Context: an optimization exercise on an open-source flow, tuned for small area and a short achievable clock period. The choices shown serve that exercise and are no tape-out recipe.
The RTL was checked by simulation tests, not by an equivalence proof against the original design.
No activity file was given, so power comes from the tool's default toggle rates.

==> flow/design.v <==
module memory_in(
    input [7:0] data,
    input [5:0] addr,
    input wr,
    input clk,
    output [7:0] out
);
  mem_core #(.A(6), .LO(3)) u_core (
    .data(data), .addr(addr), .wr(wr), .clk(clk), .out(out)
  );
endmodule
module memory_out(
    input [7:0] data,
    input [3:0] addr,
    input wr,
    input clk,
    output [7:0] out
);
  mem_core #(.A(4), .LO(2)) u_core (
    .data(data), .addr(addr), .wr(wr), .clk(clk), .out(out)
  );
endmodule
module memory_weight(
    input [7:0] data,
    input [3:0] addr,
    input wr,
    input clk,
    output [7:0] out
);
  mem_core #(.A(4), .LO(2)) u_core (
    .data(data), .addr(addr), .wr(wr), .clk(clk), .out(out)
  );
endmodule
module lr_memories(
    input        clk,
    input  [7:0] in_data,
    input  [5:0] in_addr,
    input        in_wr,
    output [7:0] in_q,
    input  [7:0] out_data,
    input  [3:0] out_addr,
    input        out_wr,
    output [7:0] out_q,
    input  [7:0] w_data,
    input  [3:0] w_addr,
    input        w_wr,
    output [7:0] w_q
);
  memory_in u_in (
    .data(in_data), .addr(in_addr), .wr(in_wr), .clk(clk), .out(in_q)
  );
  memory_out u_out (
    .data(out_data), .addr(out_addr), .wr(out_wr), .clk(clk), .out(out_q)
  );
  memory_weight u_w (
    .data(w_data), .addr(w_addr), .wr(w_wr), .clk(clk), .out(w_q)
  );
endmodule
module mem_core #(
    parameter A  = 6,
    parameter LO = 3
) (
    input  [7:0]   data,
    input  [A-1:0] addr,
    input          wr,
    input          clk,
    output [7:0]   out
);
  localparam N  = 1 << A;
  localparam HI = A - LO;
  localparam NA = 1 << LO;
  localparam NB = 1 << HI;
  genvar i, b, m;
  wire [A-1:0]  addr_n;
  wire          wr_n;
  wire [NA-1:0] pa [1:0];
  wire [NB-1:0] pb [1:0];
  genvar s;
  c_inv u_wr_n (.a(wr), .y(wr_n));
  generate
    for (i = 0; i < A; i = i + 1) begin : g_lit
      c_inv u_inv (.a(addr[i]), .y(addr_n[i]));
    end
    for (s = 0; s < 2; s = s + 1) begin : g_set
      for (i = 0; i < NA; i = i + 1) begin : g_pa
        if (LO == 3) begin : g3
          c_and4 u_pd (.a(i[0] ? addr[0] : addr_n[0]),
                       .b(i[1] ? addr[1] : addr_n[1]),
                       .c(i[2] ? addr[2] : addr_n[2]),
                       .d(s ? wr : wr_n), .y(pa[s][i]));
        end else begin : g2
          c_and3 u_pd (.a(i[0] ? addr[0] : addr_n[0]),
                       .b(i[1] ? addr[1] : addr_n[1]),
                       .c(s ? wr : wr_n), .y(pa[s][i]));
        end
      end
      for (i = 0; i < NB; i = i + 1) begin : g_pb
        if (HI == 3) begin : g3
          c_and3 u_pd (.a(i[0] ? addr[LO] : addr_n[LO]),
                       .b(i[1] ? addr[LO+1] : addr_n[LO+1]),
                       .c(i[2] ? addr[LO+2] : addr_n[LO+2]), .y(pb[s][i]));
        end else begin : g2
          c_and2 u_pd (.a(i[0] ? addr[LO] : addr_n[LO]),
                       .b(i[1] ? addr[LO+1] : addr_n[LO+1]), .y(pb[s][i]));
        end
      end
    end
  endgenerate
  wire [N-1:0] wl;
  wire [N-1:0] we;
  wire [7:0]   word_q [N-1:0];
  generate
    for (i = 0; i < N; i = i + 1) begin : g_word
      reg [7:0] word;
      c_and2 u_wl (.a(pa[0][i % NA]), .b(pb[0][i / NA]), .y(wl[i]));
      c_and2 u_we (.a(pa[1][i % NA]), .b(pb[1][i / NA]), .y(we[i]));
      always @ (posedge clk)
        if (we[i])
          word <= data;  
      assign word_q[i] = word;
    end
  endgenerate
  wire [7:0] q_d;
  reg  [7:0] q;
  generate
    for (b = 0; b < 8; b = b + 1) begin : g_bit
      wire [N/8-1:0] p;
      for (m = 0; m < N/8; m = m + 1) begin : g_grp
        c_ao8 u_p (.w(wl[8*m+7:8*m]),
                   .d({word_q[8*m+7][b], word_q[8*m+6][b], word_q[8*m+5][b],
                       word_q[8*m+4][b], word_q[8*m+3][b], word_q[8*m+2][b],
                       word_q[8*m+1][b], word_q[8*m][b]}),
                   .y(p[m]));
      end
      wire wd;
      c_and2 u_wd (.a(wr), .b(data[b]), .y(wd));
      if (N == 64) begin : g64
        wire [3:0] r_n;
        for (m = 0; m < 3; m = m + 1) begin : g_or
          c_nor2 u_r (.a(p[2*m]), .b(p[2*m+1]), .y(r_n[m]));
        end
        c_nor3 u_r3 (.a(p[6]), .b(p[7]), .c(wd), .y(r_n[3]));
        c_nand4 u_q (.a(r_n[0]), .b(r_n[1]), .c(r_n[2]), .d(r_n[3]), .y(q_d[b]));
      end else begin : g16
        c_or3 u_q (.a(p[0]), .b(p[1]), .c(wd), .y(q_d[b]));
      end
    end
  endgenerate
  always @ (posedge clk)
    q <= q_d;  
  assign out = q;
endmodule
module c_inv (input a, output y);
  assign y = ~a;
endmodule
module c_nand2 (input a, input b, output y);
  assign y = ~(a & b);
endmodule
module c_nand3 (input a, input b, input c, output y);
  assign y = ~(a & b & c);
endmodule
module c_nand4 (input a, input b, input c, input d, output y);
  assign y = ~(a & b & c & d);
endmodule
module c_nor2 (input a, input b, output y);
  assign y = ~(a | b);
endmodule
module c_nor3 (input a, input b, input c, output y);
  assign y = ~(a | b | c);
endmodule
module c_and2 (input a, input b, output y);
  assign y = a & b;
endmodule
module c_and3 (input a, input b, input c, output y);
  assign y = a & b & c;
endmodule
module c_and4 (input a, input b, input c, input d, output y);
  assign y = a & b & c & d;
endmodule
module c_or3 (input a, input b, input c, output y);
  assign y = a | b | c;
endmodule
module c_ao8 (input [7:0] w, input [7:0] d, output y);
  assign y = |(w & d);
endmodule
Settings: LEC_CHECK=0, CAP_MARGIN=20, CORE_MARGIN=2, CORE_UTILIZATION=70, CTS_CLUSTER_DIAMETER=60, CTS_CLUSTER_SIZE=30, PLACE_DENSITY=0.8, SETUP_SLACK_MARGIN=3.0, SLEW_MARGIN=20, SYNTH_HIERARCHICAL=1, SYNTH_MINIMUM_KEEP_SIZE=0, TNS_END_PERCENT=0; clock period 5.0 ns.
standard.sh (not shown) runs the stock make flow with config.mk's settings and CLKGATE_MAP_FILE= SYNTH_SCRIPT=/design/flow/synth_recipe.tcl, a recipe that flattens the netlist after the stock synthesis.
==> flow/flow/run.sh <==
#!/bin/bash
# Layout flow: the standard ORFS flow (standard.sh), synthesis unchanged,
# with these changes to the later steps:
#  - the port buffers are plain buffers, not the delay cells buffer_ports
#    otherwise picks;
#  - clock tree synthesis without dummy loads and with larger sink clusters;
#  - slow low-power inverters and delay cells are kept out of the layout
#    steps (the platform's own don't-use list plus these);
#  - the address decoder and read-tree gates start at drive strengths that
#    fit their fanout (flow/presize.tcl, after floorplanning);
#  - each output port's buffer is moved next to the flip-flop that drives it
#    after global placement (flow/outbuf_place.tcl), so that the buffer
#    drives the wire to the port.
# Each step's full log stays under orfs/logs; make's own output goes to
# flow_synth.log and flow_layout.log here.
set -euo pipefail
here=$(pwd)

bash standard.sh synth > "$here/flow_synth.log" 2>&1

cts_args="-sink_clustering_enable -repair_clock_nets -dont_use_dummy_load"
cts_args="$cts_args -sink_clustering_size 30 -sink_clustering_max_diameter 60"

platform_dont_use=$(make -s -C "$FLOW_HOME" -f - print <<'MK'
include platforms/sky130hd/config.mk
print:
	@echo $(DONT_USE_CELLS)
MK
)
dont_use="$platform_dont_use sky130_fd_sc_hd__clkinvlp_* sky130_fd_sc_hd__dlygate4sd*"
dont_use="$dont_use sky130_fd_sc_hd__clkdlybuf4s* sky130_fd_sc_hd__dlymetal6s*"

bash standard.sh \
  DONT_USE_CELLS="$dont_use" \
  BUFFER_PORTS_ARGS="-buffer_cell sky130_fd_sc_hd__buf_2" \
  CTS_ARGS="$cts_args" \
  POST_FLOORPLAN_TCL="$here/flow/presize.tcl" \
  POST_GLOBAL_PLACE_TCL="$here/flow/outbuf_place.tcl" \
  finish > "$here/flow_layout.log" 2>&1
==> flow/flow/outbuf_place.tcl <==
# Move each output port's buffer next to the flip-flop that drives it, after
# global placement: the buffer, not the flip-flop, then drives the long wire
# to the port.
set ob_block [ord::get_db_block]
set ob_count 0
foreach bterm [$ob_block getBTerms] {
  if {[$bterm getIoType] ne "OUTPUT"} { continue }
  set net [$bterm getNet]
  if {$net eq "NULL"} { continue }
  set buf ""
  foreach it [$net getITerms] { if {[$it isOutputSignal]} { set buf [$it getInst] } }
  if {$buf eq ""} { continue }
  set in ""
  foreach it [$buf getITerms] { if {[$it isInputSignal]} { set in [$it getNet] } }
  if {$in eq "" || $in eq "NULL"} { continue }
  set src ""
  foreach it [$in getITerms] { if {[$it isOutputSignal]} { set src [$it getInst] } }
  if {$src eq ""} { continue }
  set bb [$src getBBox]
  $buf setLocation [$bb xMax] [$bb yMin]
  $buf setPlacementStatus PLACED
  incr ob_count
}
puts "outbuf_place: moved $ob_count output buffers"
==> flow/flow/presize.tcl <==
# Starting drive strengths for the decoder and read-tree gates of mem_core,
# set after floorplanning so that placement and timing repair start from
# gates that can drive their known fanout. Each gate is found by the name of
# the net it drives and keeps its function; only the drive strength changes.
set presize_rules {
  {*.g_lit\[*\].u_inv.y}   4
  {*.addr_n\[*\]}          4
  {*.u_wr_n.y}             4
  {*.u_pd.y}               2
  {u_in.*.u_wl.y}          4
  {u_in.*.u_we.y}          2
  {*.u_wl.y}               2
  {*.u_we.y}               2
  {*.u_r.y}                2
  {*.u_r3.y}               2
  {u_in.*.g64.u_q.y}       2
}
set presize_count 0
set presize_db [ord::get_db]
foreach net [[ord::get_db_block] getNets] {
  set name [$net getName]
  set size ""
  foreach {pattern strength} $presize_rules {
    if {[string match $pattern $name]} { set size $strength; break }
  }
  if {$size eq ""} { continue }
  foreach iterm [$net getITerms] {
    if {![$iterm isOutputSignal]} { continue }
    set inst [$iterm getInst]
    set master [[$inst getMaster] getName]
    if {![regexp {^(.*_)[0-9]+$} $master -> stem]} { continue }
    set target [$presize_db findMaster "${stem}${size}"]
    if {$target eq "NULL" || [$target getName] eq $master} { continue }
    replace_cell [$inst getName] [$target getName]
    incr presize_count
  }
}
puts "presize: resized $presize_count gates"
==> next run, changes <==
--- a/flow/flow/run.sh
+++ b/flow/flow/run.sh
@@ -9,6 +9,3 @@
 #  - the address decoder and read-tree gates start at drive strengths that
-#    fit their fanout (flow/presize.tcl, after floorplanning);
-#  - each output port's buffer is moved next to the flip-flop that drives it
-#    after global placement (flow/outbuf_place.tcl), so that the buffer
-#    drives the wire to the port.
+#    fit their fanout (flow/presize.tcl, after floorplanning).
 # Each step's full log stays under orfs/logs; make's own output goes to
@@ -34,6 +31,5 @@
   DONT_USE_CELLS="$dont_use" \
-  BUFFER_PORTS_ARGS="-buffer_cell sky130_fd_sc_hd__buf_2" \
+  BUFFER_PORTS_ARGS="-buffer_cell sky130_fd_sc_hd__buf_4" \
   CTS_ARGS="$cts_args" \
   POST_FLOORPLAN_TCL="$here/flow/presize.tcl" \
-  POST_GLOBAL_PLACE_TCL="$here/flow/outbuf_place.tcl" \
   finish > "$here/flow_layout.log" 2>&1
--- a/flow/flow/presize.tcl
+++ b/flow/flow/presize.tcl
@@ -5,10 +5,13 @@
 set presize_rules {
-  {*.g_lit\[*\].u_inv.y}   4
-  {*.addr_n\[*\]}          4
-  {*.u_wr_n.y}             4
+  {*.addr_n*}              4
+  {*.wr_n}                 4
   {*.u_pd.y}               2
   {u_in.*.u_wl.y}          4
-  {u_in.*.u_we.y}          2
+  {u_in.*.u_we.y}          4
   {*.u_wl.y}               2
   {*.u_we.y}               2
+  {u_in.*.u_r.a}           2
+  {u_in.*.u_r.b}           2
+  {u_in.*.u_r3.a}          2
+  {u_in.*.u_r3.b}          2
   {*.u_r.y}                2
@@ -17,2 +20,4 @@
 }
+# the read-result flip-flops drive the output ports: start them strong
+set presize_flops {*.u_core.q*$_DFF_P_}
 set presize_count 0
@@ -37,2 +42,9 @@
 }
+foreach inst [[ord::get_db_block] getInsts] {
+  if {![string match $presize_flops [$inst getName]]} { continue }
+  set target [$presize_db findMaster sky130_fd_sc_hd__dfxtp_4]
+  if {[[$inst getMaster] getName] eq [$target getName]} { continue }
+  replace_cell [$inst getName] [$target getName]
+  incr presize_count
+}
 puts "presize: resized $presize_count gates"
- CORE_UTILIZATION: 70 -> 60
- PLACE_DENSITY: 0.8 -> 0.7
removed: flow/flow/outbuf_place.tcl
The new run went through all stages and came out clean.
Global-route usage shrinks by 4.4 points.
Count of clock-buffer cells in the layout grows by 6.
Flip-flop and latch count does not change.
Total power grows by a few percent.
Clock power grows by a little under a tenth.
Die area grows by about a fifth.
Combinational power grows by a few percent.
Final area grows by a few percent.
Worst hold slack degrades by 0.029 ns.
Core utilization shrinks by 9.6 points.
Worst setup slack degrades by 0.048 ns.
==> next run, changes <==
--- a/flow/flow/run.sh
+++ b/flow/flow/run.sh
@@ -9,3 +9,6 @@
 #  - the address decoder and read-tree gates start at drive strengths that
-#    fit their fanout (flow/presize.tcl, after floorplanning).
+#    fit their fanout (flow/presize.tcl, after floorplanning);
+#  - each output port's buffer is moved next to the flip-flop that drives it
+#    after global placement (flow/outbuf_place.tcl), so that the buffer
+#    drives the wire to the port.
 # Each step's full log stays under orfs/logs; make's own output goes to
@@ -31,5 +34,6 @@
   DONT_USE_CELLS="$dont_use" \
-  BUFFER_PORTS_ARGS="-buffer_cell sky130_fd_sc_hd__buf_4" \
+  BUFFER_PORTS_ARGS="-buffer_cell sky130_fd_sc_hd__buf_2" \
   CTS_ARGS="$cts_args" \
   POST_FLOORPLAN_TCL="$here/flow/presize.tcl" \
+  POST_GLOBAL_PLACE_TCL="$here/flow/outbuf_place.tcl" \
   finish > "$here/flow_layout.log" 2>&1
==> flow/flow/outbuf_place.tcl (new file) <==
# Move each output port's buffer next to the flip-flop that drives it, after
# global placement: the buffer, not the flip-flop, then drives the long wire
# to the port.
set ob_block [ord::get_db_block]
set ob_count 0
foreach bterm [$ob_block getBTerms] {
  if {[$bterm getIoType] ne "OUTPUT"} { continue }
  set net [$bterm getNet]
  if {$net eq "NULL"} { continue }
  set buf ""
  foreach it [$net getITerms] { if {[$it isOutputSignal]} { set buf [$it getInst] } }
  if {$buf eq ""} { continue }
  set in ""
  foreach it [$buf getITerms] { if {[$it isInputSignal]} { set in [$it getNet] } }
  if {$in eq "" || $in eq "NULL"} { continue }
  set src ""
  foreach it [$in getITerms] { if {[$it isOutputSignal]} { set src [$it getInst] } }
  if {$src eq ""} { continue }
  set bb [$src getBBox]
  $buf setLocation [$bb xMax] [$bb yMin]
  $buf setPlacementStatus PLACED
  incr ob_count
}
puts "outbuf_place: moved $ob_count output buffers"
--- a/flow/flow/presize.tcl
+++ b/flow/flow/presize.tcl
@@ -5,13 +5,10 @@
 set presize_rules {
-  {*.addr_n*}              4
-  {*.wr_n}                 4
+  {*.g_lit\[*\].u_inv.y}   4
+  {*.addr_n\[*\]}          4
+  {*.u_wr_n.y}             4
   {*.u_pd.y}               2
   {u_in.*.u_wl.y}          4
-  {u_in.*.u_we.y}          4
+  {u_in.*.u_we.y}          2
   {*.u_wl.y}               2
   {*.u_we.y}               2
-  {u_in.*.u_r.a}           2
-  {u_in.*.u_r.b}           2
-  {u_in.*.u_r3.a}          2
-  {u_in.*.u_r3.b}          2
   {*.u_r.y}                2
@@ -20,4 +17,2 @@
 }
-# the read-result flip-flops drive the output ports: start them strong
-set presize_flops {*.u_core.q*$_DFF_P_}
 set presize_count 0
@@ -42,9 +37,2 @@
 }
-foreach inst [[ord::get_db_block] getInsts] {
-  if {![string match $presize_flops [$inst getName]]} { continue }
-  set target [$presize_db findMaster sky130_fd_sc_hd__dfxtp_4]
-  if {[[$inst getMaster] getName] eq [$target getName]} { continue }
-  replace_cell [$inst getName] [$target getName]
-  incr presize_count
-}
 puts "presize: resized $presize_count gates"
- CORE_UTILIZATION: 60 -> 70
- PLACE_DENSITY: 0.7 -> 0.8
- TNS_END_PERCENT: 0 -> 10
After rerunning: Register-to-register slack is worse by 0.09 ns; core utilization grows by 10 points; die area came out lower by 14%; synthesized area does not change; setup slack got worse by 0.034 ns; routed wire length is higher by 4.7%; cell area shrinks by 1.8%.

==> port drivers added, routing unchanged <==
No port has a modelled driver above. Below, the same layouts with a new extraction and two added sets of constraints. Step 1 assumes that a clkbuf_16 drives the clock port and a buf_2 every other input. Step 2 times the ports against the registers' clock, not the clock port: input delays grow and output delays shrink by t, the midpoint of the rising clock arrivals with the driver on. Three values: ideal ports, drivers, drivers and shift; two values: the first two.
run	shift t [ns]	setup WS [ns]	latest minus earliest clock arrival (ns)	slew at the worst register clock pin (ns)
the first run	0.623	2.908 / 2.870 / 2.283	0.061 / 0.062	0.11 / 0.11
the second run	0.627	2.860 / 2.823 / 2.226	0.090 / 0.090	0.10 / 0.10
the third run	0.640	2.825 / 2.831 / 2.204	0.076 / 0.076	0.10 / 0.10
After both steps setup and hold are still met in every run listed. For the second run, which loses most, drivers alone change the setup slack by -0.037 ns; drivers and shift together by -0.634 ns.
